What follows belongs to an exercise in optimizing a design on an open flow for small area and a short achievable clock period; a production flow would make more cautious choices.
In this exercise RTL edits were held to simulation tests only and were not proved equivalent to the original.
Power figures rest on the tool's default switching activity, not on a simulated workload.

==> flow/design.v <==
module Zero_detection (
    input  wire [15:0] A,
    input  wire [15:0] B,
    input  wire [1:0]  Thres,
    output wire        Zero
);
    wire a_hi = |A[14:13];
    wire b_hi = |B[14:13];
    wire a_e1 = a_hi | A[12] | A[11];
    wire a_e2 = a_hi | A[12];
    wire b_e1 = b_hi | B[12] | B[11];
    wire b_e2 = b_hi | B[12];
    wire neg  = (Thres == 2'd1) ? ~(a_e1 | b_e1) :
                (Thres == 2'd2) ? ~(a_e2 | b_e2) :
                (Thres == 2'd3) ? ~(a_hi | b_hi) : 1'b0;
    assign Zero = ~|A | ~|B | neg;
endmodule
module booth_mul_cs (
    input  wire [15:0] a,
    input  wire [7:0]  bone,    
    input  wire [7:0]  btwo,    
    input  wire [7:0]  bneg,    
    output wire [31:0] r0,
    output wire [31:0] r1,
    output wire [31:0] r2
);
    wire one0 = bone[0];
    wire two0 = btwo[0];
    wire neg0 = bneg[0];
    wire nz0 = one0 | two0;
    wire pp0_0 = ((one0 & a[0]) | (two0 & 1'b0)) ^ neg0;
    wire pp0_1 = ((one0 & a[1]) | (two0 & a[0])) ^ neg0;
    wire pp0_2 = ((one0 & a[2]) | (two0 & a[1])) ^ neg0;
    wire pp0_3 = ((one0 & a[3]) | (two0 & a[2])) ^ neg0;
    wire pp0_4 = ((one0 & a[4]) | (two0 & a[3])) ^ neg0;
    wire pp0_5 = ((one0 & a[5]) | (two0 & a[4])) ^ neg0;
    wire pp0_6 = ((one0 & a[6]) | (two0 & a[5])) ^ neg0;
    wire pp0_7 = ((one0 & a[7]) | (two0 & a[6])) ^ neg0;
    wire pp0_8 = ((one0 & a[8]) | (two0 & a[7])) ^ neg0;
    wire pp0_9 = ((one0 & a[9]) | (two0 & a[8])) ^ neg0;
    wire pp0_10 = ((one0 & a[10]) | (two0 & a[9])) ^ neg0;
    wire pp0_11 = ((one0 & a[11]) | (two0 & a[10])) ^ neg0;
    wire pp0_12 = ((one0 & a[12]) | (two0 & a[11])) ^ neg0;
    wire pp0_13 = ((one0 & a[13]) | (two0 & a[12])) ^ neg0;
    wire pp0_14 = ((one0 & a[14]) | (two0 & a[13])) ^ neg0;
    wire pp0_15 = ((one0 & a[15]) | (two0 & a[14])) ^ neg0;
    wire pp0_16 = ~(((one0 | two0) & a[15]) ^ neg0);
    wire one1 = bone[1];
    wire two1 = btwo[1];
    wire neg1 = bneg[1];
    wire nz1 = one1 | two1;
    wire pp1_0 = ((one1 & a[0]) | (two1 & 1'b0)) ^ neg1;
    wire pp1_1 = ((one1 & a[1]) | (two1 & a[0])) ^ neg1;
    wire pp1_2 = ((one1 & a[2]) | (two1 & a[1])) ^ neg1;
    wire pp1_3 = ((one1 & a[3]) | (two1 & a[2])) ^ neg1;
    wire pp1_4 = ((one1 & a[4]) | (two1 & a[3])) ^ neg1;
    wire pp1_5 = ((one1 & a[5]) | (two1 & a[4])) ^ neg1;
    wire pp1_6 = ((one1 & a[6]) | (two1 & a[5])) ^ neg1;
    wire pp1_7 = ((one1 & a[7]) | (two1 & a[6])) ^ neg1;
    wire pp1_8 = ((one1 & a[8]) | (two1 & a[7])) ^ neg1;
    wire pp1_9 = ((one1 & a[9]) | (two1 & a[8])) ^ neg1;
    wire pp1_10 = ((one1 & a[10]) | (two1 & a[9])) ^ neg1;
    wire pp1_11 = ((one1 & a[11]) | (two1 & a[10])) ^ neg1;
    wire pp1_12 = ((one1 & a[12]) | (two1 & a[11])) ^ neg1;
    wire pp1_13 = ((one1 & a[13]) | (two1 & a[12])) ^ neg1;
    wire pp1_14 = ((one1 & a[14]) | (two1 & a[13])) ^ neg1;
    wire pp1_15 = ((one1 & a[15]) | (two1 & a[14])) ^ neg1;
    wire pp1_16 = ~(((one1 | two1) & a[15]) ^ neg1);
    wire one2 = bone[2];
    wire two2 = btwo[2];
    wire neg2 = bneg[2];
    wire nz2 = one2 | two2;
    wire pp2_0 = ((one2 & a[0]) | (two2 & 1'b0)) ^ neg2;
    wire pp2_1 = ((one2 & a[1]) | (two2 & a[0])) ^ neg2;
    wire pp2_2 = ((one2 & a[2]) | (two2 & a[1])) ^ neg2;
    wire pp2_3 = ((one2 & a[3]) | (two2 & a[2])) ^ neg2;
    wire pp2_4 = ((one2 & a[4]) | (two2 & a[3])) ^ neg2;
    wire pp2_5 = ((one2 & a[5]) | (two2 & a[4])) ^ neg2;
    wire pp2_6 = ((one2 & a[6]) | (two2 & a[5])) ^ neg2;
    wire pp2_7 = ((one2 & a[7]) | (two2 & a[6])) ^ neg2;
    wire pp2_8 = ((one2 & a[8]) | (two2 & a[7])) ^ neg2;
    wire pp2_9 = ((one2 & a[9]) | (two2 & a[8])) ^ neg2;
    wire pp2_10 = ((one2 & a[10]) | (two2 & a[9])) ^ neg2;
    wire pp2_11 = ((one2 & a[11]) | (two2 & a[10])) ^ neg2;
    wire pp2_12 = ((one2 & a[12]) | (two2 & a[11])) ^ neg2;
    wire pp2_13 = ((one2 & a[13]) | (two2 & a[12])) ^ neg2;
    wire pp2_14 = ((one2 & a[14]) | (two2 & a[13])) ^ neg2;
    wire pp2_15 = ((one2 & a[15]) | (two2 & a[14])) ^ neg2;
    wire pp2_16 = ~(((one2 | two2) & a[15]) ^ neg2);
    wire one3 = bone[3];
    wire two3 = btwo[3];
    wire neg3 = bneg[3];
    wire nz3 = one3 | two3;
    wire pp3_0 = ((one3 & a[0]) | (two3 & 1'b0)) ^ neg3;
    wire pp3_1 = ((one3 & a[1]) | (two3 & a[0])) ^ neg3;
    wire pp3_2 = ((one3 & a[2]) | (two3 & a[1])) ^ neg3;
    wire pp3_3 = ((one3 & a[3]) | (two3 & a[2])) ^ neg3;
    wire pp3_4 = ((one3 & a[4]) | (two3 & a[3])) ^ neg3;
    wire pp3_5 = ((one3 & a[5]) | (two3 & a[4])) ^ neg3;
    wire pp3_6 = ((one3 & a[6]) | (two3 & a[5])) ^ neg3;
    wire pp3_7 = ((one3 & a[7]) | (two3 & a[6])) ^ neg3;
    wire pp3_8 = ((one3 & a[8]) | (two3 & a[7])) ^ neg3;
    wire pp3_9 = ((one3 & a[9]) | (two3 & a[8])) ^ neg3;
    wire pp3_10 = ((one3 & a[10]) | (two3 & a[9])) ^ neg3;
    wire pp3_11 = ((one3 & a[11]) | (two3 & a[10])) ^ neg3;
    wire pp3_12 = ((one3 & a[12]) | (two3 & a[11])) ^ neg3;
    wire pp3_13 = ((one3 & a[13]) | (two3 & a[12])) ^ neg3;
    wire pp3_14 = ((one3 & a[14]) | (two3 & a[13])) ^ neg3;
    wire pp3_15 = ((one3 & a[15]) | (two3 & a[14])) ^ neg3;
    wire pp3_16 = ~(((one3 | two3) & a[15]) ^ neg3);
    wire one4 = bone[4];
    wire two4 = btwo[4];
    wire neg4 = bneg[4];
    wire nz4 = one4 | two4;
    wire pp4_0 = ((one4 & a[0]) | (two4 & 1'b0)) ^ neg4;
    wire pp4_1 = ((one4 & a[1]) | (two4 & a[0])) ^ neg4;
    wire pp4_2 = ((one4 & a[2]) | (two4 & a[1])) ^ neg4;
    wire pp4_3 = ((one4 & a[3]) | (two4 & a[2])) ^ neg4;
    wire pp4_4 = ((one4 & a[4]) | (two4 & a[3])) ^ neg4;
    wire pp4_5 = ((one4 & a[5]) | (two4 & a[4])) ^ neg4;
    wire pp4_6 = ((one4 & a[6]) | (two4 & a[5])) ^ neg4;
    wire pp4_7 = ((one4 & a[7]) | (two4 & a[6])) ^ neg4;
    wire pp4_8 = ((one4 & a[8]) | (two4 & a[7])) ^ neg4;
    wire pp4_9 = ((one4 & a[9]) | (two4 & a[8])) ^ neg4;
    wire pp4_10 = ((one4 & a[10]) | (two4 & a[9])) ^ neg4;
    wire pp4_11 = ((one4 & a[11]) | (two4 & a[10])) ^ neg4;
    wire pp4_12 = ((one4 & a[12]) | (two4 & a[11])) ^ neg4;
    wire pp4_13 = ((one4 & a[13]) | (two4 & a[12])) ^ neg4;
    wire pp4_14 = ((one4 & a[14]) | (two4 & a[13])) ^ neg4;
    wire pp4_15 = ((one4 & a[15]) | (two4 & a[14])) ^ neg4;
    wire pp4_16 = ~(((one4 | two4) & a[15]) ^ neg4);
    wire one5 = bone[5];
    wire two5 = btwo[5];
    wire neg5 = bneg[5];
    wire nz5 = one5 | two5;
    wire pp5_0 = ((one5 & a[0]) | (two5 & 1'b0)) ^ neg5;
    wire pp5_1 = ((one5 & a[1]) | (two5 & a[0])) ^ neg5;
    wire pp5_2 = ((one5 & a[2]) | (two5 & a[1])) ^ neg5;
    wire pp5_3 = ((one5 & a[3]) | (two5 & a[2])) ^ neg5;
    wire pp5_4 = ((one5 & a[4]) | (two5 & a[3])) ^ neg5;
    wire pp5_5 = ((one5 & a[5]) | (two5 & a[4])) ^ neg5;
    wire pp5_6 = ((one5 & a[6]) | (two5 & a[5])) ^ neg5;
    wire pp5_7 = ((one5 & a[7]) | (two5 & a[6])) ^ neg5;
    wire pp5_8 = ((one5 & a[8]) | (two5 & a[7])) ^ neg5;
    wire pp5_9 = ((one5 & a[9]) | (two5 & a[8])) ^ neg5;
    wire pp5_10 = ((one5 & a[10]) | (two5 & a[9])) ^ neg5;
    wire pp5_11 = ((one5 & a[11]) | (two5 & a[10])) ^ neg5;
    wire pp5_12 = ((one5 & a[12]) | (two5 & a[11])) ^ neg5;
    wire pp5_13 = ((one5 & a[13]) | (two5 & a[12])) ^ neg5;
    wire pp5_14 = ((one5 & a[14]) | (two5 & a[13])) ^ neg5;
    wire pp5_15 = ((one5 & a[15]) | (two5 & a[14])) ^ neg5;
    wire pp5_16 = ~(((one5 | two5) & a[15]) ^ neg5);
    wire one6 = bone[6];
    wire two6 = btwo[6];
    wire neg6 = bneg[6];
    wire nz6 = one6 | two6;
    wire pp6_0 = ((one6 & a[0]) | (two6 & 1'b0)) ^ neg6;
    wire pp6_1 = ((one6 & a[1]) | (two6 & a[0])) ^ neg6;
    wire pp6_2 = ((one6 & a[2]) | (two6 & a[1])) ^ neg6;
    wire pp6_3 = ((one6 & a[3]) | (two6 & a[2])) ^ neg6;
    wire pp6_4 = ((one6 & a[4]) | (two6 & a[3])) ^ neg6;
    wire pp6_5 = ((one6 & a[5]) | (two6 & a[4])) ^ neg6;
    wire pp6_6 = ((one6 & a[6]) | (two6 & a[5])) ^ neg6;
    wire pp6_7 = ((one6 & a[7]) | (two6 & a[6])) ^ neg6;
    wire pp6_8 = ((one6 & a[8]) | (two6 & a[7])) ^ neg6;
    wire pp6_9 = ((one6 & a[9]) | (two6 & a[8])) ^ neg6;
    wire pp6_10 = ((one6 & a[10]) | (two6 & a[9])) ^ neg6;
    wire pp6_11 = ((one6 & a[11]) | (two6 & a[10])) ^ neg6;
    wire pp6_12 = ((one6 & a[12]) | (two6 & a[11])) ^ neg6;
    wire pp6_13 = ((one6 & a[13]) | (two6 & a[12])) ^ neg6;
    wire pp6_14 = ((one6 & a[14]) | (two6 & a[13])) ^ neg6;
    wire pp6_15 = ((one6 & a[15]) | (two6 & a[14])) ^ neg6;
    wire pp6_16 = ~(((one6 | two6) & a[15]) ^ neg6);
    wire one7 = bone[7];
    wire two7 = btwo[7];
    wire neg7 = bneg[7];
    wire nz7 = one7 | two7;
    wire pp7_0 = ((one7 & a[0]) | (two7 & 1'b0)) ^ neg7;
    wire pp7_1 = ((one7 & a[1]) | (two7 & a[0])) ^ neg7;
    wire pp7_2 = ((one7 & a[2]) | (two7 & a[1])) ^ neg7;
    wire pp7_3 = ((one7 & a[3]) | (two7 & a[2])) ^ neg7;
    wire pp7_4 = ((one7 & a[4]) | (two7 & a[3])) ^ neg7;
    wire pp7_5 = ((one7 & a[5]) | (two7 & a[4])) ^ neg7;
    wire pp7_6 = ((one7 & a[6]) | (two7 & a[5])) ^ neg7;
    wire pp7_7 = ((one7 & a[7]) | (two7 & a[6])) ^ neg7;
    wire pp7_8 = ((one7 & a[8]) | (two7 & a[7])) ^ neg7;
    wire pp7_9 = ((one7 & a[9]) | (two7 & a[8])) ^ neg7;
    wire pp7_10 = ((one7 & a[10]) | (two7 & a[9])) ^ neg7;
    wire pp7_11 = ((one7 & a[11]) | (two7 & a[10])) ^ neg7;
    wire pp7_12 = ((one7 & a[12]) | (two7 & a[11])) ^ neg7;
    wire pp7_13 = ((one7 & a[13]) | (two7 & a[12])) ^ neg7;
    wire pp7_14 = ((one7 & a[14]) | (two7 & a[13])) ^ neg7;
    wire pp7_15 = ((one7 & a[15]) | (two7 & a[14])) ^ neg7;
    wire pp7_16 = ~(((one7 | two7) & a[15]) ^ neg7);
    wire pp0_16_n = ~pp0_16;
    wire pp1_15_n = ~pp1_15;
    wire pp2_15_n = ~pp2_15;
    wire pp3_15_n = ~pp3_15;
    wire pp4_15_n = ~pp4_15;
    wire pp5_15_n = ~pp5_15;
    wire pp6_15_n = ~pp6_15;
    wire pp7_15_n = ~pp7_15;
    wire s0 = neg5 ^ pp0_10;
    wire k0 = neg5 & pp0_10;
    wire s1 = pp0_11 ^ pp1_9;
    wire k1 = pp0_11 & pp1_9;
    wire s2 = neg6 ^ pp0_12 ^ pp1_10;
    wire k2 = (neg6 & pp0_12) | (neg6 & pp1_10) | (pp0_12 & pp1_10);
    wire s3 = pp2_8 ^ pp3_6;
    wire k3 = pp2_8 & pp3_6;
    wire s4 = pp0_13 ^ pp1_11 ^ pp2_9;
    wire k4 = (pp0_13 & pp1_11) | (pp0_13 & pp2_9) | (pp1_11 & pp2_9);
    wire s5 = pp3_7 ^ pp4_5;
    wire k5 = pp3_7 & pp4_5;
    wire s6 = neg7 ^ pp0_14 ^ pp1_12;
    wire k6 = (neg7 & pp0_14) | (neg7 & pp1_12) | (pp0_14 & pp1_12);
    wire s7 = pp2_10 ^ pp3_8 ^ pp4_6;
    wire k7 = (pp2_10 & pp3_8) | (pp2_10 & pp4_6) | (pp3_8 & pp4_6);
    wire s8 = pp5_4 ^ pp6_2;
    wire k8 = pp5_4 & pp6_2;
    wire s9 = pp0_15 ^ pp1_13 ^ pp2_11;
    wire k9 = (pp0_15 & pp1_13) | (pp0_15 & pp2_11) | (pp1_13 & pp2_11);
    wire s10 = pp3_9 ^ pp4_7 ^ pp5_5;
    wire k10 = (pp3_9 & pp4_7) | (pp3_9 & pp5_5) | (pp4_7 & pp5_5);
    wire s11 = pp6_3 ^ pp7_1;
    wire k11 = pp6_3 & pp7_1;
    wire s12 = pp1_14 ^ pp2_12 ^ pp3_10;
    wire k12 = (pp1_14 & pp2_12) | (pp1_14 & pp3_10) | (pp2_12 & pp3_10);
    wire s13 = pp4_8 ^ pp5_6 ^ pp6_4;
    wire k13 = (pp4_8 & pp5_6) | (pp4_8 & pp6_4) | (pp5_6 & pp6_4);
    wire s14 = pp7_2 ^ pp0_16_n;
    wire k14 = pp7_2 & pp0_16_n;
    wire s15 = pp2_13 ^ pp3_11 ^ pp4_9;
    wire k15 = (pp2_13 & pp3_11) | (pp2_13 & pp4_9) | (pp3_11 & pp4_9);
    wire s16 = pp5_7 ^ pp6_5 ^ pp7_3;
    wire k16 = (pp5_7 & pp6_5) | (pp5_7 & pp7_3) | (pp6_5 & pp7_3);
    wire s17 = pp0_16 ^ pp1_15_n;
    wire k17 = pp0_16 & pp1_15_n;
    wire s18 = pp1_16 ^ pp2_14 ^ pp3_12;
    wire k18 = (pp1_16 & pp2_14) | (pp1_16 & pp3_12) | (pp2_14 & pp3_12);
    wire s19 = pp4_10 ^ pp5_8 ^ pp6_6;
    wire k19 = (pp4_10 & pp5_8) | (pp4_10 & pp6_6) | (pp5_8 & pp6_6);
    wire s20 = pp7_4 ^ pp1_15;
    wire k20 = pp7_4 & pp1_15;
    wire s21 = pp3_13 ^ pp4_11 ^ pp5_9;
    wire k21 = (pp3_13 & pp4_11) | (pp3_13 & pp5_9) | (pp4_11 & pp5_9);
    wire s22 = pp6_7 ^ pp7_5;
    wire k22 = pp6_7 & pp7_5;
    wire s23 = pp2_16 ^ pp3_14 ^ pp4_12;
    wire k23 = (pp2_16 & pp3_14) | (pp2_16 & pp4_12) | (pp3_14 & pp4_12);
    wire s24 = pp5_10 ^ pp6_8;
    wire k24 = pp5_10 & pp6_8;
    wire s25 = pp4_13 ^ pp5_11;
    wire k25 = pp4_13 & pp5_11;
    wire s26 = pp3_16 ^ pp4_14;
    wire k26 = pp3_16 & pp4_14;
    wire s27 = neg3 ^ pp0_6;
    wire k27 = neg3 & pp0_6;
    wire s28 = pp0_7 ^ pp1_5;
    wire k28 = pp0_7 & pp1_5;
    wire s29 = neg4 ^ pp0_8 ^ pp1_6;
    wire k29 = (neg4 & pp0_8) | (neg4 & pp1_6) | (pp0_8 & pp1_6);
    wire s30 = pp2_4 ^ pp3_2;
    wire k30 = pp2_4 & pp3_2;
    wire s31 = pp0_9 ^ pp1_7 ^ pp2_5;
    wire k31 = (pp0_9 & pp1_7) | (pp0_9 & pp2_5) | (pp1_7 & pp2_5);
    wire s32 = pp3_3 ^ pp4_1;
    wire k32 = pp3_3 & pp4_1;
    wire s33 = pp1_8 ^ pp2_6 ^ pp3_4;
    wire k33 = (pp1_8 & pp2_6) | (pp1_8 & pp3_4) | (pp2_6 & pp3_4);
    wire s34 = pp4_2 ^ pp5_0 ^ s0;
    wire k34 = (pp4_2 & pp5_0) | (pp4_2 & s0) | (pp5_0 & s0);
    wire s35 = pp2_7 ^ pp3_5 ^ pp4_3;
    wire k35 = (pp2_7 & pp3_5) | (pp2_7 & pp4_3) | (pp3_5 & pp4_3);
    wire s36 = pp5_1 ^ k0 ^ s1;
    wire k36 = (pp5_1 & k0) | (pp5_1 & s1) | (k0 & s1);
    wire s37 = pp4_4 ^ pp5_2 ^ pp6_0;
    wire k37 = (pp4_4 & pp5_2) | (pp4_4 & pp6_0) | (pp5_2 & pp6_0);
    wire s38 = k1 ^ s2 ^ s3;
    wire k38 = (k1 & s2) | (k1 & s3) | (s2 & s3);
    wire s39 = pp5_3 ^ pp6_1 ^ k2;
    wire k39 = (pp5_3 & pp6_1) | (pp5_3 & k2) | (pp6_1 & k2);
    wire s40 = k3 ^ s4 ^ s5;
    wire k40 = (k3 & s4) | (k3 & s5) | (s4 & s5);
    wire s41 = pp7_0 ^ k4 ^ k5;
    wire k41 = (pp7_0 & k4) | (pp7_0 & k5) | (k4 & k5);
    wire s42 = s6 ^ s7 ^ s8;
    wire k42 = (s6 & s7) | (s6 & s8) | (s7 & s8);
    wire s43 = k6 ^ k7 ^ k8;
    wire k43 = (k6 & k7) | (k6 & k8) | (k7 & k8);
    wire s44 = s9 ^ s10 ^ s11;
    wire k44 = (s9 & s10) | (s9 & s11) | (s10 & s11);
    wire s45 = k9 ^ k10 ^ k11;
    wire k45 = (k9 & k10) | (k9 & k11) | (k10 & k11);
    wire s46 = s12 ^ s13 ^ s14;
    wire k46 = (s12 & s13) | (s12 & s14) | (s13 & s14);
    wire s47 = k12 ^ k13 ^ k14;
    wire k47 = (k12 & k13) | (k12 & k14) | (k13 & k14);
    wire s48 = s15 ^ s16 ^ s17;
    wire k48 = (s15 & s16) | (s15 & s17) | (s16 & s17);
    wire s49 = k15 ^ k16 ^ k17;
    wire k49 = (k15 & k16) | (k15 & k17) | (k16 & k17);
    wire s50 = s18 ^ s19 ^ s20;
    wire k50 = (s18 & s19) | (s18 & s20) | (s19 & s20);
    wire s51 = pp2_15_n ^ k18 ^ k19;
    wire k51 = (pp2_15_n & k18) | (pp2_15_n & k19) | (k18 & k19);
    wire s52 = k20 ^ s21 ^ s22;
    wire k52 = (k20 & s21) | (k20 & s22) | (s21 & s22);
    wire s53 = pp7_6 ^ pp2_15 ^ k21;
    wire k53 = (pp7_6 & pp2_15) | (pp7_6 & k21) | (pp2_15 & k21);
    wire s54 = k22 ^ s23 ^ s24;
    wire k54 = (k22 & s23) | (k22 & s24) | (s23 & s24);
    wire s55 = pp6_9 ^ pp7_7 ^ pp3_15_n;
    wire k55 = (pp6_9 & pp7_7) | (pp6_9 & pp3_15_n) | (pp7_7 & pp3_15_n);
    wire s56 = k23 ^ k24 ^ s25;
    wire k56 = (k23 & k24) | (k23 & s25) | (k24 & s25);
    wire s57 = pp5_12 ^ pp6_10 ^ pp7_8;
    wire k57 = (pp5_12 & pp6_10) | (pp5_12 & pp7_8) | (pp6_10 & pp7_8);
    wire s58 = pp3_15 ^ k25 ^ s26;
    wire k58 = (pp3_15 & k25) | (pp3_15 & s26) | (k25 & s26);
    wire s59 = pp5_13 ^ pp6_11 ^ pp7_9;
    wire k59 = (pp5_13 & pp6_11) | (pp5_13 & pp7_9) | (pp6_11 & pp7_9);
    wire s60 = pp4_15_n ^ k26;
    wire k60 = pp4_15_n & k26;
    wire s61 = pp4_16 ^ pp5_14 ^ pp6_12;
    wire k61 = (pp4_16 & pp5_14) | (pp4_16 & pp6_12) | (pp5_14 & pp6_12);
    wire s62 = pp7_10 ^ pp4_15;
    wire k62 = pp7_10 & pp4_15;
    wire s63 = pp6_13 ^ pp7_11;
    wire k63 = pp6_13 & pp7_11;
    wire s64 = pp5_16 ^ pp6_14;
    wire k64 = pp5_16 & pp6_14;
    wire s65 = neg2 ^ pp0_4;
    wire k65 = neg2 & pp0_4;
    wire s66 = pp0_5 ^ pp1_3;
    wire k66 = pp0_5 & pp1_3;
    wire s67 = pp1_4 ^ pp2_2 ^ pp3_0;
    wire k67 = (pp1_4 & pp2_2) | (pp1_4 & pp3_0) | (pp2_2 & pp3_0);
    wire s68 = pp2_3 ^ pp3_1 ^ k27;
    wire k68 = (pp2_3 & pp3_1) | (pp2_3 & k27) | (pp3_1 & k27);
    wire s69 = pp4_0 ^ k28 ^ s29;
    wire k69 = (pp4_0 & k28) | (pp4_0 & s29) | (k28 & s29);
    wire s70 = k29 ^ k30 ^ s31;
    wire k70 = (k29 & k30) | (k29 & s31) | (k30 & s31);
    wire s71 = k31 ^ k32 ^ s33;
    wire k71 = (k31 & k32) | (k31 & s33) | (k32 & s33);
    wire s72 = k33 ^ s35 ^ k34;
    wire k72 = (k33 & s35) | (k33 & k34) | (s35 & k34);
    wire s73 = k35 ^ s37 ^ k36;
    wire k73 = (k35 & s37) | (k35 & k36) | (s37 & k36);
    wire s74 = k37 ^ k38 ^ s39;
    wire k74 = (k37 & k38) | (k37 & s39) | (k38 & s39);
    wire s75 = k39 ^ k40 ^ s41;
    wire k75 = (k39 & k40) | (k39 & s41) | (k40 & s41);
    wire s76 = k41 ^ k42 ^ s43;
    wire k76 = (k41 & k42) | (k41 & s43) | (k42 & s43);
    wire s77 = k43 ^ k44 ^ s45;
    wire k77 = (k43 & k44) | (k43 & s45) | (k44 & s45);
    wire s78 = k45 ^ k46 ^ s47;
    wire k78 = (k45 & k46) | (k45 & s47) | (k46 & s47);
    wire s79 = k47 ^ k48 ^ s49;
    wire k79 = (k47 & k48) | (k47 & s49) | (k48 & s49);
    wire s80 = k49 ^ k50 ^ s51;
    wire k80 = (k49 & k50) | (k49 & s51) | (k50 & s51);
    wire s81 = k51 ^ k52 ^ s53;
    wire k81 = (k51 & k52) | (k51 & s53) | (k52 & s53);
    wire s82 = s55 ^ k53 ^ k54;
    wire k82 = (s55 & k53) | (s55 & k54) | (k53 & k54);
    wire s83 = k55 ^ s57 ^ k56;
    wire k83 = (k55 & s57) | (k55 & k56) | (s57 & k56);
    wire s84 = k57 ^ s59 ^ k58;
    wire k84 = (k57 & s59) | (k57 & k58) | (s59 & k58);
    wire s85 = k59 ^ s61 ^ s62;
    wire k85 = (k59 & s61) | (k59 & s62) | (s61 & s62);
    wire s86 = pp5_15_n ^ k61 ^ k62;
    wire k86 = (pp5_15_n & k61) | (pp5_15_n & k62) | (k61 & k62);
    wire s87 = pp7_12 ^ pp5_15 ^ k63;
    wire k87 = (pp7_12 & pp5_15) | (pp7_12 & k63) | (pp5_15 & k63);
    wire s88 = pp7_13 ^ pp6_15_n;
    wire k88 = pp7_13 & pp6_15_n;
    wire s89 = pp6_16 ^ pp7_14;
    wire k89 = pp6_16 & pp7_14;
    assign r0 = {1'b0, pp7_16, pp7_15_n, pp6_15, k64, s64, s63, k60, s60, s58, s56, s54, s52, s50, s48, s46, s44, s42, s40, s38, k71, k70, s32, s30, k67, k66, pp2_1, pp1_2, pp0_3, neg1, pp0_1, neg0};
    assign r1 = {1'b0, pp7_15, k89, k88, s88, k86, k85, s85, k83, k82, k81, k80, k79, k78, k77, k76, k75, k74, k73, k72, s36, s71, k69, k68, s28, s67, k65, pp2_0, pp1_1, pp0_2, 1'b0, pp0_0};
    assign r2 = {1'b0, 1'b0, 1'b0, s89, k87, s87, s86, k84, s84, s83, s82, s81, s80, s79, s78, s77, s76, s75, s74, s73, s72, s34, s70, s69, s68, s27, s66, s65, 1'b0, pp1_0, 1'b0, 1'b0};
endmodule
module processing_element_os (
    input  wire        clk,
    input  wire        rst_n,
    input  wire [15:0] a_in,
    input  wire [23:0] w_in,       
    input  wire        step,       
    input  wire        clr,        
    input  wire        bclr,       
    input  wire        valid1,     
    input  wire        aval,       
    input  wire        wval,       
    input  wire [1:0]  thr,        
    output reg  [15:0] act,
    output reg  [23:0] wei,
    output reg  [47:0] buf_q
);
    reg  [31:0] q0, q1, q2;
    reg         zf;
    reg  [47:0] mac;
    reg  [7:1] k;       
    wire [7:0] one = wei[7:0];
    wire [7:0] two = wei[15:8];
    wire [7:0] neg = wei[23:16];
    wire [15:0] wdec;
    genvar i;
    generate
        for (i = 0; i < 8; i = i + 1) begin : g_dec
            assign wdec[2*i+1] = neg[i];
            if (i == 0) begin : g0
                assign wdec[0] = one[0];
            end else begin : gi
                assign wdec[2*i] = one[i] ^ neg[i-1];
            end
        end
    endgenerate
    wire [31:0] r0, r1, r2;
    booth_mul_cs m0 (.a(act), .bone(one), .btwo(two), .bneg(neg), .r0(r0), .r1(r1), .r2(r2));
    wire zero;
    Zero_detection zd0 (.A(act), .B(wdec), .Thres(thr), .Zero(zero));
    always @(posedge clk) begin
        if (step) begin
            act <= a_in;
            wei <= w_in;
            q0 <= r0;
            q1 <= r1;
            q2 <= r2;
            zf  <= zero | ~aval | ~wval;
        end
    end
    wire [31:0] m32 = mac[31:0];
    wire [31:0] x1 = m32 ^ q0 ^ q1;
    wire [32:0] y1 = {(m32 & q0) | (m32 & q1) | (q0 & q1), 1'b0};
    wire [31:0] x  = x1 ^ y1[31:0] ^ q2;
    wire [32:0] y  = {(x1 & y1[31:0]) | (x1 & q2) | (y1[31:0] & q2), 1'b0};
    wire [1:0]  t  = y1[32] + y[32] + x[31];
    wire [2:0]  d  = {1'b0, t} - 3'd1;     
    wire [47:0] opa = {mac[47:32], ~x[31], x[30:0]};
    wire [47:0] opb = {{13{d[2]}}, d, y[31:0]};
    wire [6:0] sg0 = opa[5:0] + opb[5:0];
    wire [7:0] sx1 = {opa[11:6], 1'b1} + {opb[11:6], k[1]};
    wire [6:0] sg1 = sx1[7:1];
    wire [7:0] sx2 = {opa[17:12], 1'b1} + {opb[17:12], k[2]};
    wire [6:0] sg2 = sx2[7:1];
    wire [7:0] sx3 = {opa[23:18], 1'b1} + {opb[23:18], k[3]};
    wire [6:0] sg3 = sx3[7:1];
    wire [7:0] sx4 = {opa[29:24], 1'b1} + {opb[29:24], k[4]};
    wire [6:0] sg4 = sx4[7:1];
    wire [7:0] sx5 = {opa[35:30], 1'b1} + {opb[35:30], k[5]};
    wire [6:0] sg5 = sx5[7:1];
    wire [7:0] sx6 = {opa[41:36], 1'b1} + {opb[41:36], k[6]};
    wire [6:0] sg6 = sx6[7:1];
    wire [7:0] sx7 = {opa[47:42], 1'b1} + {opb[47:42], k[7]};
    wire [6:0] sg7 = sx7[7:1];
    wire [47:0] kpend = (48'd1 << 6) & {48{k[1]}} | (48'd1 << 12) & {48{k[2]}} | (48'd1 << 18) & {48{k[3]}} | (48'd1 << 24) & {48{k[4]}} | (48'd1 << 30) & {48{k[5]}} | (48'd1 << 36) & {48{k[6]}} | (48'd1 << 42) & {48{k[7]}};
    wire [47:0] macv  = mac + kpend;
    always @(posedge clk or negedge rst_n) begin
        if (!rst_n) begin
            mac <= 48'd0;
            k   <= 7'd0;
        end else if (clr) begin
            mac <= 48'd0;
            k   <= 7'd0;
        end else if (step & valid1 & ~zf) begin
            mac[5:0] <= sg0[5:0];
            k[1] <= sg0[6];
            mac[11:6] <= sg1[5:0];
            k[2] <= sg1[6];
            mac[17:12] <= sg2[5:0];
            k[3] <= sg2[6];
            mac[23:18] <= sg3[5:0];
            k[4] <= sg3[6];
            mac[29:24] <= sg4[5:0];
            k[5] <= sg4[6];
            mac[35:30] <= sg5[5:0];
            k[6] <= sg5[6];
            mac[41:36] <= sg6[5:0];
            k[7] <= sg6[6];
            mac[47:42] <= sg7[5:0];
        end
    end
    always @(posedge clk or negedge rst_n) begin
        if (!rst_n)
            buf_q <= 48'd0;
        else if (bclr)
            buf_q <= 48'd0;
        else if (step & valid1)
            buf_q <= macv;
    end
endmodule
module systolic_array (
    input  wire         clk,
    input  wire         rst_n,
    input  wire [47:0]  act_flat,
    input  wire [47:0]  wei_flat,
    input  wire         pipeline_en,
    input  wire         reg_clear,
    input  wire         cell_en,
    input  wire         cscan_en,
    input  wire [1:0]   Thres,
    output wire         cell_out,
    output wire [431:0] MAC_out_flat
);
    wire [2:0] cel;            
    wire [2:0] wv;             
    wire [2:0] c_in = {cel[1], cel[0], cell_en};
    wire [2:0] step = c_in & {3{pipeline_en}};
    wire       bclr = reg_clear | cscan_en;
    wire [15:0] act [0:2][0:2];
    wire [23:0] wei [0:2][0:2];    
    wire [23:0] wenc [0:2];
    genvar e, d;
    generate
        for (e = 0; e < 3; e = e + 1) begin : g_enc
            wire [15:0] b = wei_flat[16*e +: 16];
            for (d = 0; d < 8; d = d + 1) begin : g_dig
                wire bm = (d == 0) ? 1'b0 : b[(d == 0) ? 0 : 2*d-1];
                assign wenc[e][d]      = b[2*d] ^ bm;
                assign wenc[e][8 + d]  = (b[2*d+1] & ~b[2*d] & ~bm) | (~b[2*d+1] & b[2*d] & bm);
                assign wenc[e][16 + d] = b[2*d+1];
            end
        end
    endgenerate
    genvar y, x;
    generate
        for (y = 0; y < 3; y = y + 1) begin : g_row
            reg       cell_r;
            reg [2:0] v;           
            reg [1:0] thr;         
            always @(posedge clk or negedge rst_n) begin
                if (!rst_n) begin
                    cell_r <= 1'b0;
                    v      <= 3'b000;
                end else if (reg_clear) begin
                    cell_r <= 1'b0;
                    v      <= 3'b000;
                end else begin
                    cell_r <= c_in[y];
                    if (step[y])
                        v <= {v[1:0], 1'b1};
                end
            end
            assign cel[y] = cell_r;
            always @(posedge clk) begin
                if (step[y])
                    thr <= Thres;
            end
            if (y == 0) begin : g_w0
                assign wv[0] = v[0];
            end else begin : g_wn
                reg wv_r;
                always @(posedge clk or negedge rst_n) begin
                    if (!rst_n)
                        wv_r <= 1'b0;
                    else if (reg_clear)
                        wv_r <= 1'b0;
                    else if (step[y])
                        wv_r <= wv[y-1];
                end
                assign wv[y] = wv_r;
            end
            for (x = 0; x < 3; x = x + 1) begin : g_col
                processing_element_os pe (
                    .clk    (clk),
                    .rst_n  (rst_n),
                    .a_in   (x == 0 ? act_flat[16*y +: 16] : act[y][x-1]),
                    .w_in   (y == 0 ? wenc[x] : wei[y-1][x]),
                    .step   (step[y]),
                    .clr    (reg_clear),
                    .bclr   (bclr),
                    .valid1 (v[1]),
                    .aval   (v[x]),
                    .wval   (wv[y]),
                    .thr    (thr),
                    .act    (act[y][x]),
                    .wei    (wei[y][x]),
                    .buf_q  (MAC_out_flat[48*(3*y+x) +: 48])
                );
            end
        end
    endgenerate
    assign cell_out = cel[2];
endmodule
==> flow/run.sh <==
#!/bin/bash
# synth_recipe.tcl (not shown) runs the flow's synth.tcl, then flattens the netlist and writes it again
# the make line also repeats each setting of config.mk as NAME=value (left out here)
make -C /OpenROAD-flow-scripts/flow DESIGN_CONFIG=/design/flow/config.mk WORK_HOME=/design/flow/orfs CLKGATE_MAP_FILE= SYNTH_SCRIPT=/design/flow/synth_recipe.tcl finish
==> flow/config.mk <==
export PLATFORM = sky130hd
export DESIGN_NAME = systolic_array
export DESIGN_NICKNAME = systolic_array
export VERILOG_FILES = /design/flow/design.v
export SDC_FILE = /design/flow/constraint.sdc
export NUM_CORES = 4
export LEC_CHECK = 0
export CAP_MARGIN = 20
export CORE_MARGIN = 2
export CORE_UTILIZATION = 45
export PLACE_DENSITY = 0.6
export SETUP_SLACK_MARGIN = 4.3
export SLEW_MARGIN = 20
==> flow/constraint.sdc <==
create_clock -name core_clock -period 7.5 [get_ports {clk}]
set_input_delay 1.5000 -clock core_clock [delete_from_list [all_inputs] [get_ports {clk}]]
set_output_delay 1.5000 -clock core_clock [all_outputs]
set_load 0.01 [all_outputs]
==> results.json, run 1 <==
{
  "drv_slew": 0,
  "seqPwrFrac": 0.404,
  "clock_sinks": 2099,
  "core_area_mm2": 0.318,
  "synthesis.nets": 14679,
  "hp-class": "flop to flop",
  "finalHoldViolations": 0,
  "p_per_area_mw_per_mm2": 196,
  "grt-ovfl-total": 0,
  "grt_first_pass_wirelength_mm": 660,
  "gp_congestion": 0.902,
  "tritoncts": "yes",
  "initial_core_util": 0.452,
  "die_w_um": 568,
  "drt-pass1-iter-count": 10,
  "syn_inst": 12640,
  "antenna_left": 0,
  "grt_pass1_vias": 104983,
  "io_buffers": 536,
  "tightestPinTransition_ns": 1.29,
  "worstPathRequired_ns": 8.14,
  "numCtsBuffers": 237,
  "ys_types": 77,
  "finalNetCount": 15251,
  "num_rows": 207,
  "setup-tns-final_ns": 0,
  "die-area_mm2": 0.323,
  "power_frac_clock": 0.386,
  "drtIter0Drc": 10967,
  "dpl_cell_area_mm2": 0.152,
  "synth_seq_cells": 2099,
  "htreeDepth": 4,
  "start_kind": "flop",
  "leakagePower_uw": 0.0696,
  "post_drt_via_cell_ratio": 5.85,
  "final_area_mm2": 0.167,
  "timing.final.crit_share": 0.427,
  "swShare": 0.285,
  "synth_top_cell_by_area": "edfxtp_1",
  "drc": 0,
  "drv_cap": 0,
  "fin_skew_ns": 0.0594,
  "synth_async_sr_flop_share": 0.448,
  "die_h_um": 568,
  "seq_area_frac_synth": 0.407,
  "setup_viol": 0,
  "grt_use_total": 0.265,
  "wl_per_cell_um": 24.8,
  "root_buffer": "clkbuf_16",
  "timing.fmax_ghz": 0.312,
  "synth-main-ff-cell": "edfxtp_1",
  "clk_pin_slew_ns": 0.06,
  "synthTopCellsByCount": "1161 x fa_1, 1158 x edfxtp_1, 1153 x xnor2_1",
  "critPathKind": "flop to flop",
  "dpl.hpwl_mm": 301,
  "synth_area_mm2": 0.143,
  "vias": 103081,
  "syn_area_per_cell_um2": 11.3,
  "cp_max_fo": 19,
  "clockBufferDepth": 4,
  "syn_to_final_growth_pct": 16.2,
  "grt_max_degree": 168,
  "rsz0062_at_grt": "yes",
  "synth_edf_count": 1158,
  "fin_crit_ns": 3.20,
  "drive_gt1_frac": 0.0987,
  "power.switching_uw": 9310,
  "yosysMostFrequentCell": "fa_1",
  "io_pins": 537,
  "grt_antenna_before_repair": 30,
  "synthDominantCellAreaShare": 0.243,
  "synth.top_cells.by_area": "edfxtp_1 24%, dfrtp_1 16%, fa_1 16%, xnor2_1 7.0%, ha_1 6.8%",
  "ir_drop_mv": 0.227,
  "relSlewSlack": 0.142,
  "status": "finished clean",
  "ys_warn_count": 2,
  "insertion_delay_ns": 0.93,
  "p_comb_frac": 0.210,
  "power_uw": 32700,
  "cp.arrival_ns": 3.84,
  "endpoint_kind": "flop",
  "p_int_uw": 23400,
  "wl_mm": 437
}
kinds of logic after synthesis:
family,after synthesis,synth area share
AO/OA/AOI/OAI,3113,0.142
flip-flops,2099,0.407
adder cells (fa/ha/maj),1935,0.230
XOR/XNOR,1890,0.115
buffers and inverters,1797,0.0471
AND/OR/NAND/NOR,1797,0.0583
multiplexers,9,0.000628
flip-flops by register name (all words and copies together) (netlist names):
register,count
g_row.g_col.pe.buf_q,432
g_row.g_col.pe.mac,432
g_row.thr,6
g_row.g_wn.wv_r,2
g_row.g_col.pe.q1,270
g_row.cell_r,3
g_row.g_col.pe.wei,216
g_row.g_col.pe.zf,9
g_row.g_col.pe.k,63
g_row.g_col.pe.act,144
g_row.g_col.pe.q2,234
g_row.v,9
g_row.g_col.pe.q0,279
power groups by stage:
stage / logic [uW] / registers, uW / clock network (uW)
6_report: 6850 / 13200 / 12600
5_1_grt: 7740 / 13300 / 13300
4_1_cts: 6630 / 13300 / 12800
3_5_place_dp: 6290 / 13600 / 0
3_3_place_gp: 6200 / 13600 / 0
2_1_floorplan: 4620 / 13300 / 0
metrics by stage:
stage	worst slack, ns	hold slack (ns)	instances	util
3_3_place_gp	1.95	0.491	16614	0.479
6_report	4.30	0.515	17606	0.524
2_1_floorplan	-0.754	0.424	12640	-
4_1_cts	4.30	0.510	17373	0.516
5_1_grt	4.17	0.534	17604	0.524
3_5_place_dp	1.81	0.489	16620	0.480
per-layer routing:
layer | part of all wire | up-vias | GRT usage
li1 | - | 45204 | -
met1 | 0.41 | 51676 | 0.368
met2 | 0.45 | 5088 | 0.407
met3 | 0.090 | 1087 | 0.0526
met4 | 0.047 | 26 | 0.107
met5 | 0.00041 | - | 0
worst max-delay path, stage by stage (launching register included):
cell and delay, ns:
edfxtp_1 0.97, a22oi_1 0.24, xor2_1 0.22, fa_1 0.51
inv_1 0.05, fa_1 0.39, fa_1 0.54
final cells by class:
class / instances / area [um^2]
antenna: 5 / 12.5
clock buffer: 321 / 6800
clock inverter: 127 / 1700
fill: 27356 / 151000
inverter: 887 / 3350
multi-input combinational: 8750 / 79000
sequential: 2099 / 58400
tap: 4180 / 5230
timing repair buffer: 1236 / 12100
timing repair inverter: 1 / 8.76
final timing paths:
path | from | end | slack [ns] | depth (start not counted)
setup reg to reg | g_row[1].g_col[0].pe.wei[0] | g_row[1].g_col[0].pe.q2[16] | 4.30 | 6
min in group asynchronous | rst_n | g_row[2].g_col[0].pe.buf_q[20] | 0.59 | 1
hold / removal | g_row[1].g_col[1].pe.buf_q[36] | g_row[1].g_col[1].pe.buf_q[36] | 0.51 | 2
setup / recovery | g_row[1].g_col[0].pe.wei[0] | g_row[1].g_col[0].pe.q2[16] | 4.30 | 6
hold reg to reg | g_row[1].g_col[1].pe.buf_q[36] | g_row[1].g_col[1].pe.buf_q[36] | 0.51 | 2
max in group asynchronous | rst_n | g_row[1].g_col[0].pe.buf_q[12] | 5.09 | 3
repair_timing:
item | 4_1_cts | 5_1_grt
resized for setup | 664 | 80
buffers inserted | 298 | 221
setup endpoints to repair | 2242 | 540
cloned | 7 | 4
pin swaps | 6 | 6
hold buffers | 0 | 0
placed cells by master (no fill, tap or decap), types with 53 or more instances in the layout:
| cell | synthesis | layout |
|---|---|---|
| a211oi_1 | 163 | 163 |
| a21o_1 | 162 | 162 |
| a21oi_1 | 547 | 498 |
| a22o_1 | 65 | 65 |
| a22oi_1 | 1137 | 1137 |
| and3_1 | 56 | 53 |
| buf_12 | 0 | 133 |
| buf_4 | 0 | 538 |
| clkbuf_16 | 0 | 253 |
| clkdlybuf4s15_1 | 0 | 67 |
| clkdlybuf4s50_1 | 0 | 100 |
| dfrtp_1 | 941 | 910 |
| dlygate4sd2_1 | 0 | 327 |
| edfxtp_1 | 1158 | 1158 |
| fa_1 | 1161 | 1161 |
| ha_1 | 774 | 766 |
| inv_1 | 886 | 884 |
| nand2_1 | 860 | 853 |
| nand3_1 | 124 | 124 |
| nand4_1 | 85 | 85 |
| nor2_1 | 305 | 289 |
| nor2b_1 | 87 | 87 |
| nor4_1 | 72 | 72 |
| o21ai_0 | 757 | 564 |
| o21ai_1 | 2 | 194 |
| o21bai_1 | 127 | 127 |
| xnor2_1 | 1153 | 1149 |
| xor2_1 | 737 | 734 |
==> run 2, diff against run 1 <==
--- a/flow/config.mk
+++ b/flow/config.mk
@@ -9,4 +9,6 @@
 export CORE_MARGIN = 2
 export CORE_UTILIZATION = 45
+export CTS_CLUSTER_DIAMETER = 80
+export CTS_CLUSTER_SIZE = 30
 export PLACE_DENSITY = 0.6
 export SETUP_SLACK_MARGIN = 4.3
==> run 2 against run 1 <==
Against the previous run:
- via count is 0.27% lower
- setup slack better by 0.020 ns
- design area is 1.9% lower
- area after synthesis stayed put
- hold slack better by 0.0038 ns
- global-route usage hardly changed
- synthesized cell count stayed put
==> results.json, run 2 <==
{
  "synth_edf_count": 1158,
  "seqPwrFrac": 0.457,
  "cp.arrival_ns": 3.79,
  "vias": 102803,
  "hold_depth": 2,
  "grt_first_pass_wirelength_mm": 658,
  "ys_types": 77,
  "clock_sinks": 2099,
  "fin_crit_ns": 3.18,
  "synth_seq_cells": 2099,
  "ys_warn_count": 2,
  "syn_to_final_growth_pct": 14.0,
  "wl_per_cell_um": 25.0,
  "min_from": "g_row[0].g_col[2].pe.buf_q[42]",
  "whs_endpoint": "g_row[0].g_col[2].pe.buf_q[42]",
  "yosys.area_share.simple": 0.0583,
  "setup_viol": 0,
  "p_comb_frac": 0.238,
  "numCtsBuffers": 139,
  "power_uw": 28900,
  "synth_async_sr_flop_share": 0.448,
  "drv_slew": 0,
  "dpl.hpwl_mm": 301,
  "fin_skew_ns": 0.0761,
  "fin_util": 0.515,
  "drtIter0Drc": 10843,
  "synth-main-ff-cell": "edfxtp_1",
  "leakagePower_uw": 0.0683,
  "synth_top_family_by_area": "adder cells",
  "syn_inst": 12640,
  "synthesis.nets": 14679,
  "placed_cells": 16620,
  "final_cell_mix": "1160 x fa_1, 1158 x edfxtp_1, 1150 x xnor2_1",
  "finalNetCount": 15190,
  "start_kind": "flop",
  "core_area_mm2": 0.318,
  "synthDominantCellAreaShare": 0.243,
  "rsz0062_at_grt": "yes",
  "swShare": 0.313,
  "synthAdderAreaFrac": 0.230,
  "seq_area_frac_synth": 0.407,
  "tritoncts": "yes",
  "drc": 0,
  "critPathKind": "flop to flop",
  "synth_xor_area_frac": 0.115,
  "drt-pass1-iter-count": 9,
  "post_drt_via_cell_ratio": 5.89,
  "io_pins": 537,
  "grt_pass1_vias": 103894,
  "relSlewSlack": 0.122,
  "timing.final.crit_share": 0.424,
  "io_buffers": 536,
  "die_h_um": 568,
  "p_int_uw": 19800,
  "hp-class": "flop to flop",
  "finalHoldViolations": 0,
  "worstPathRequired_ns": 8.11,
  "grt_antenna_before_repair": 24,
  "power_frac_clock": 0.305,
  "grt_use_total": 0.265,
  "n_fill_cell": 27700,
  "drv_cap": 0,
  "antenna_left": 0,
  "r2r_cells": 6,
  "grt-ovfl-total": 0,
  "clockBufferDepth": 4,
  "initial_core_util": 0.452,
  "instances_no_fill": 17451,
  "timing.fmax_ghz": 0.314,
  "yosysMostFrequentCell": "fa_1",
  "cp_max_fo": 18,
  "grt_max_degree": 168,
  "num_rows": 207,
  "p_per_area_mw_per_mm2": 177,
  "synth_area_mm2": 0.143,
  "synth_top_cell_by_area": "edfxtp_1",
  "layout_commonest_cell": "fa_1",
  "wl_mm": 436,
  "synthMuxAreaShare": 0.000628,
  "synth.top_cells.by_area": "edfxtp_1 24%, dfrtp_1 16%, fa_1 16%, xnor2_1 7.0%, ha_1 6.8%",
  "endpoint_kind": "flop",
  "r2r-end": "g_row[1].g_col[0].pe.q2[17]",
  "synth-compound-area-share": 0.142,
  "htreeDepth": 4,
  "reg2reg_from": "g_row[1].g_col[0].pe.act[10]",
  "die-area_mm2": 0.323,
  "power.switching_uw": 9020,
  "root_buffer": "clkbuf_16",
  "ff2ff_setup_slack_ns": 4.32,
  "cts_hold_buf": 0,
  "clk_pin_slew_ns": 0.11,
  "top_regs": "g_row.g_col.pe.buf_q x432, g_row.g_col.pe.mac x432, g_row.g_col.pe.q0 x279",
  "ir_drop_mv": 0.145,
  "status": "finished clean",
  "syn_area_per_cell_um2": 11.3,
  "synthTopCellsByCount": "1161 x fa_1, 1158 x edfxtp_1, 1153 x xnor2_1",
  "drive_gt1_frac": 0.0904,
  "gp_congestion": 0.902,
  "tightestPinTransition_ns": 1.32,
  "die_w_um": 568,
  "insertion_delay_ns": 0.92
}
## run 2: cell families after synthesis
| family | Yosys count |
|---|---|
| adder cells (fa/ha/maj) | 1935 |
| buffers and inverters | 1797 |
| flip-flops | 2099 |
| AO/OA/AOI/OAI | 3113 |
| multiplexers | 9 |
| AND/OR/NAND/NOR | 1797 |
| XOR/XNOR | 1890 |
## run 2: what timing repair did
action | 4_1_cts | 5_1_grt
pin swaps | 7 | 11
gates cloned | 11 | 4
resized for setup | 583 | 85
endpoints found under the setup margin | 2383 | 635
buffers inserted | 300 | 253
## run 2: worst max-delay path by stage
stage | end | startpoint | slack, ns | depth (start not counted)
3_3_place_gp | g_row[2].g_col[1].pe.k[5] | pipeline_en | 1.95 | 10
3_5_place_dp | g_row[2].g_col[0].pe.q2[19] | pipeline_en | 1.81 | 5
6_report | g_row[1].g_col[0].pe.q2[17] | g_row[1].g_col[0].pe.act[10] | 4.32 | 6
4_1_cts | g_row[2].g_col[1].pe.k[7] | pipeline_en | 4.24 | 9
2_1_floorplan | g_row[1].g_col[0].pe.mac[37] | pipeline_en | -0.75 | 9
5_1_grt | g_row[0].g_col[1].pe.q1[9] | cell_en | 4.22 | 5
## run 2: final cells by class
cell class / count / area, um^2 / share of cell area
well taps: 4180 / 5230 / 0.0320
repair inverters: 1 / 8.76 / 0.0000536
diodes: 14 / 35.0 / 0.000214
multi-input cells: 8754 / 79000 / 0.483
flip-flops and latches: 2099 / 58400 / 0.357
clock inverters: 95 / 1360 / 0.00830
inverters: 887 / 3350 / 0.0205
repair buffers: 1269 / 12400 / 0.0760
clock buffers: 152 / 3680 / 0.0225
## run 2: critical path, stage by stage (launching register included)
cell	delay [ns]
edfxtp_1	0.94
a22oi_1	0.26
xor2_1	0.23
fa_1	0.56
inv_1	0.05
fa_1	0.40
fa_1	0.47
## run 2: stage by stage
stage	hold slack (ns)	TNS [ns]	area [um^2]	setup slack [ns]
floorplan	0.424	-490.77	144000	-0.754
global placement	0.491	0	152000	1.95
detailed placement	0.489	0	152000	1.81
CTS	0.522	0	160000	4.24
global route	0.541	0	163000	4.22
finish	0.519	0	163000	4.32
## run 2: power groups by stage
stage / logic [uW] / registers (uW) / clock network [uW]
2_1_floorplan: 4620 / 13300 / 0
3_5_place_dp: 6290 / 13600 / 0
3_3_place_gp: 6200 / 13600 / 0
5_1_grt: 7760 / 13200 / 9380
6_report: 6880 / 13200 / 8790
4_1_cts: 6640 / 13300 / 8990
## run 2: per-layer routing
| layer | vias to the layer above | global-route usage | part of all wire |
|---|---|---|---|
| met4 | 18 | 0.104 | 0.043 |
| li1 | 44963 | - | - |
| met5 | - | 0 | 0.00028 |
| met3 | 979 | 0.0481 | 0.087 |
| met2 | 4958 | 0.410 | 0.45 |
| met1 | 51885 | 0.369 | 0.42 |
==> run 3, diff against run 2 <==
--- a/flow/config.mk
+++ b/flow/config.mk
@@ -9,7 +9,7 @@
 export CORE_MARGIN = 2
 export CORE_UTILIZATION = 45
-export CTS_CLUSTER_DIAMETER = 80
+export CTS_CLUSTER_DIAMETER = 60
 export CTS_CLUSTER_SIZE = 30
 export PLACE_DENSITY = 0.6
-export SETUP_SLACK_MARGIN = 4.3
+export SETUP_SLACK_MARGIN = 4.4
 export SLEW_MARGIN = 20
==> run 3 against run 2 <==
Against the previous run:
- critical path depth grew 2
- wire length rose by 0.94%
- power up 10%
- combinational power is 3% higher
- register-to-register slack improved by 0.10 ns
- critical path type is now input port to flop
- critical endpoint is now g_row[0].g_col[0].pe.buf_q[42]
- highest routed layer unchanged
==> results.json, run 3 <==
{
  "grt_use_total": 0.267,
  "finalNetCount": 15545,
  "syn_to_final_growth_pct": 17.2,
  "clock_sinks": 2099,
  "p_int_uw": 22000,
  "power.switching_uw": 9870,
  "drc": 0,
  "ys_types": 77,
  "gp_congestion": 0.902,
  "swShare": 0.310,
  "p_comb_frac": 0.222,
  "synth_async_sr_flop_share": 0.448,
  "wl_per_cell_um": 24.6,
  "seqPwrFrac": 0.413,
  "power_uw": 31900,
  "placed_cells": 16620,
  "drtIter0Drc": 10723,
  "setup_viol": 0,
  "synth_seq_cells": 2099,
  "cp_max_fo": 43,
  "timing.fmax_ghz": 0.321,
  "synth_edf_count": 1158,
  "drv_cap": 0,
  "synth_area_mm2": 0.143,
  "grt_pass1_vias": 105791,
  "final_cell_mix": "1158 x fa_1, 1158 x edfxtp_1, 1148 x xnor2_1",
  "seq_area_frac_synth": 0.407,
  "vias": 104540,
  "n_fill_cell": 27087,
  "drt-pass1-iter-count": 6,
  "power_frac_clock": 0.365,
  "synthTopCellsByCount": "1161 x fa_1, 1158 x edfxtp_1, 1153 x xnor2_1",
  "ir_drop_mv": 0.183,
  "root_buffer": "clkbuf_16",
  "rsz0062_at_grt": "yes",
  "num_rows": 207,
  "fin_crit_ns": 3.12,
  "tritoncts": "yes",
  "hp-class": "flop to flop",
  "status": "finished clean",
  "syn_area_per_cell_um2": 11.3,
  "insertion_delay_ns": 0.94,
  "instances_no_fill": 17871,
  "cp.arrival_ns": 3.93,
  "synth_top_cell_by_area": "edfxtp_1",
  "die_h_um": 568,
  "tightestPinTransition_ns": 1.30,
  "antenna_left": 0,
  "die-area_mm2": 0.323,
  "clockBufferDepth": 4,
  "post_drt_via_cell_ratio": 5.85,
  "ys_warn_count": 2,
  "yosysMostFrequentCell": "fa_1",
  "ff2ff_setup_slack_ns": 4.42,
  "start_kind": "input port",
  "htreeDepth": 4,
  "timing.final.crit_share": 0.416,
  "top_regs": "g_row.g_col.pe.buf_q x432, g_row.g_col.pe.mac x432, g_row.g_col.pe.q0 x279",
  "core_area_mm2": 0.318,
  "synthDominantCellAreaShare": 0.243,
  "critPathKind": "input port to flop",
  "die_w_um": 568,
  "grt-ovfl-total": 0,
  "numCtsBuffers": 207,
  "synth-main-ff-cell": "edfxtp_1",
  "grt_first_pass_wirelength_mm": 666,
  "grt_antenna_before_repair": 24,
  "cts_hold_buf": 0,
  "relSlewSlack": 0.134,
  "io_pins": 537,
  "finalHoldViolations": 0,
  "drive_gt1_frac": 0.148,
  "initial_core_util": 0.452,
  "leakagePower_uw": 0.0700,
  "dpl.hpwl_mm": 301,
  "synthesis.nets": 14679,
  "endpoint_kind": "flop",
  "ff_latch_area_mm2": 0.0584,
  "wl_mm": 440,
  "clk_pin_slew_ns": 0.07,
  "synth.top_cells.by_area": "edfxtp_1 24%, dfrtp_1 16%, fa_1 16%, xnor2_1 7.0%, ha_1 6.8%",
  "syn_inst": 12640,
  "io_buffers": 536,
  "multi_input_area_mm2": 0.0791,
  "fin_skew_ns": 0.0587,
  "worstPathRequired_ns": 8.31,
  "grt_max_degree": 168,
  "p_per_area_mw_per_mm2": 190,
  "drv_slew": 0
}
[run 3: cell counts after synthesis]
Identical to the previous run, type by type.
[run 3: per-layer routing]
layer	up-vias	track usage	wire, um
met1	52459	0.372	183000
li1	45768	-	-
met5	-	0	133
met4	20	0.110	20400
met2	5144	0.412	197000
met3	1149	0.0500	38600
[run 3: metrics by stage]
stage	hold slack (ns)	setup slack, ns	instance area [um^2]	utilization	TNS (ns)
finish	0.516	4.38	168000	0.529	0
global route	0.541	4.30	168000	0.529	0
CTS	0.509	4.34	165000	0.518	0
detailed placement	0.489	1.81	152000	0.480	0
global placement	0.491	1.95	152000	0.479	0
floorplan	0.424	-0.754	144000	-	-490.77
[run 3: cells by family after synthesis]
group           Yosys count  synth area share
simple gates           1797            0.0583
mux                       9          0.000628
fa+ha+maj              1935             0.230
xor+xnor               1890             0.115
compound gates         3113             0.142
flops                  2099             0.407
buf+inv                1797            0.0471
[run 3: worst paths after layout]
path,end,startpoint,cells past startpoint
worst max-delay path,g_row[0].g_col[0].pe.buf_q[42],cell_en,8
worst min-delay path,g_row[0].g_col[2].pe.buf_q[36],g_row[0].g_col[2].pe.buf_q[36],2
worst max register to register,g_row[1].g_col[1].pe.q2[17],g_row[1].g_col[1].pe.wei[6],6
worst min register to register,g_row[0].g_col[2].pe.buf_q[36],g_row[0].g_col[2].pe.buf_q[36],2
max in group asynchronous,g_row[1].g_col[1].pe.buf_q[35],rst_n,3
min in group asynchronous,g_row[2].g_col[0].pe.buf_q[20],rst_n,1
[run 3: final cells by class]
cell class / count / share of cell area
timing repair inverter: 1 / 0.0000521
antenna: 5 / 0.0000745
clock buffer: 227 / 0.0322
inverter: 887 / 0.0200
multi-input combinational: 8751 / 0.471
tap: 4180 / 0.0311
sequential: 2099 / 0.348
timing repair buffer: 1559 / 0.0846
clock inverter: 162 / 0.0133
[run 3: what timing repair did]
item / in CTS / in global routing
cloned: 8 / 4
pin swaps: 7 / 53
hold endpoints to repair: 0 / 0
setup buffers: 548 / 296
resized for setup: 1687 / 131
setup endpoints to repair: 2452 / 388
[run 3: critical path: stages]
cell and delay [ns]:
clkdlybuf4s50_1 0.57, nand2_8 0.16, clkinvlp_4 0.21, nand2_4 0.37, buf_6 0.40, nor2_4 0.17, a32o_1 0.29, nand3b_1 0.17
[run 3: power by group through the flow]
stage	combinational [uW]	sequential, uW	clock, uW
after CTS	6790	13200	11800
after detailed placement	6290	13600	0
after global placement	6200	13600	0
after global routing	7930	13200	12300
final	7060	13200	11600
after floorplan	4620	13300	0

==> re-timing with driven ports <==
The flow's constraints put no driver on any port. The routed layouts listed below were extracted and timed again, unchanged, in two steps.
Step 1 assumes that a clkbuf_16 drives the clock port and a buf_2 every other input.
Step 2 times the ports against the registers' clock, not the clock port: input delays grow and output delays shrink by t, the midpoint of the rising clock arrivals with the driver on.
Three values: ideal, step 1, step 2; two values: the first two.
| run | t, ns | setup slack, ns | latest minus earliest clock arrival (ns) | worst register clock-pin slew, ns |
|---|---|---|---|---|
| run 1 | 1.006 | 4.297 / 4.247 / 3.364 | 0.071 / 0.071 | 0.07 / 0.07 |
| run 2 | 0.985 | 4.316 / 4.216 / 3.302 | 0.080 / 0.080 | 0.12 / 0.12 |
| run 3 | 1.008 | 4.383 / 4.308 / 3.379 | 0.072 / 0.073 | 0.09 / 0.09 |
After both steps setup and hold are still met in every run listed. For run 2, which loses most, drivers alone change the setup slack by -0.100 ns; drivers and shift together by -1.014 ns.
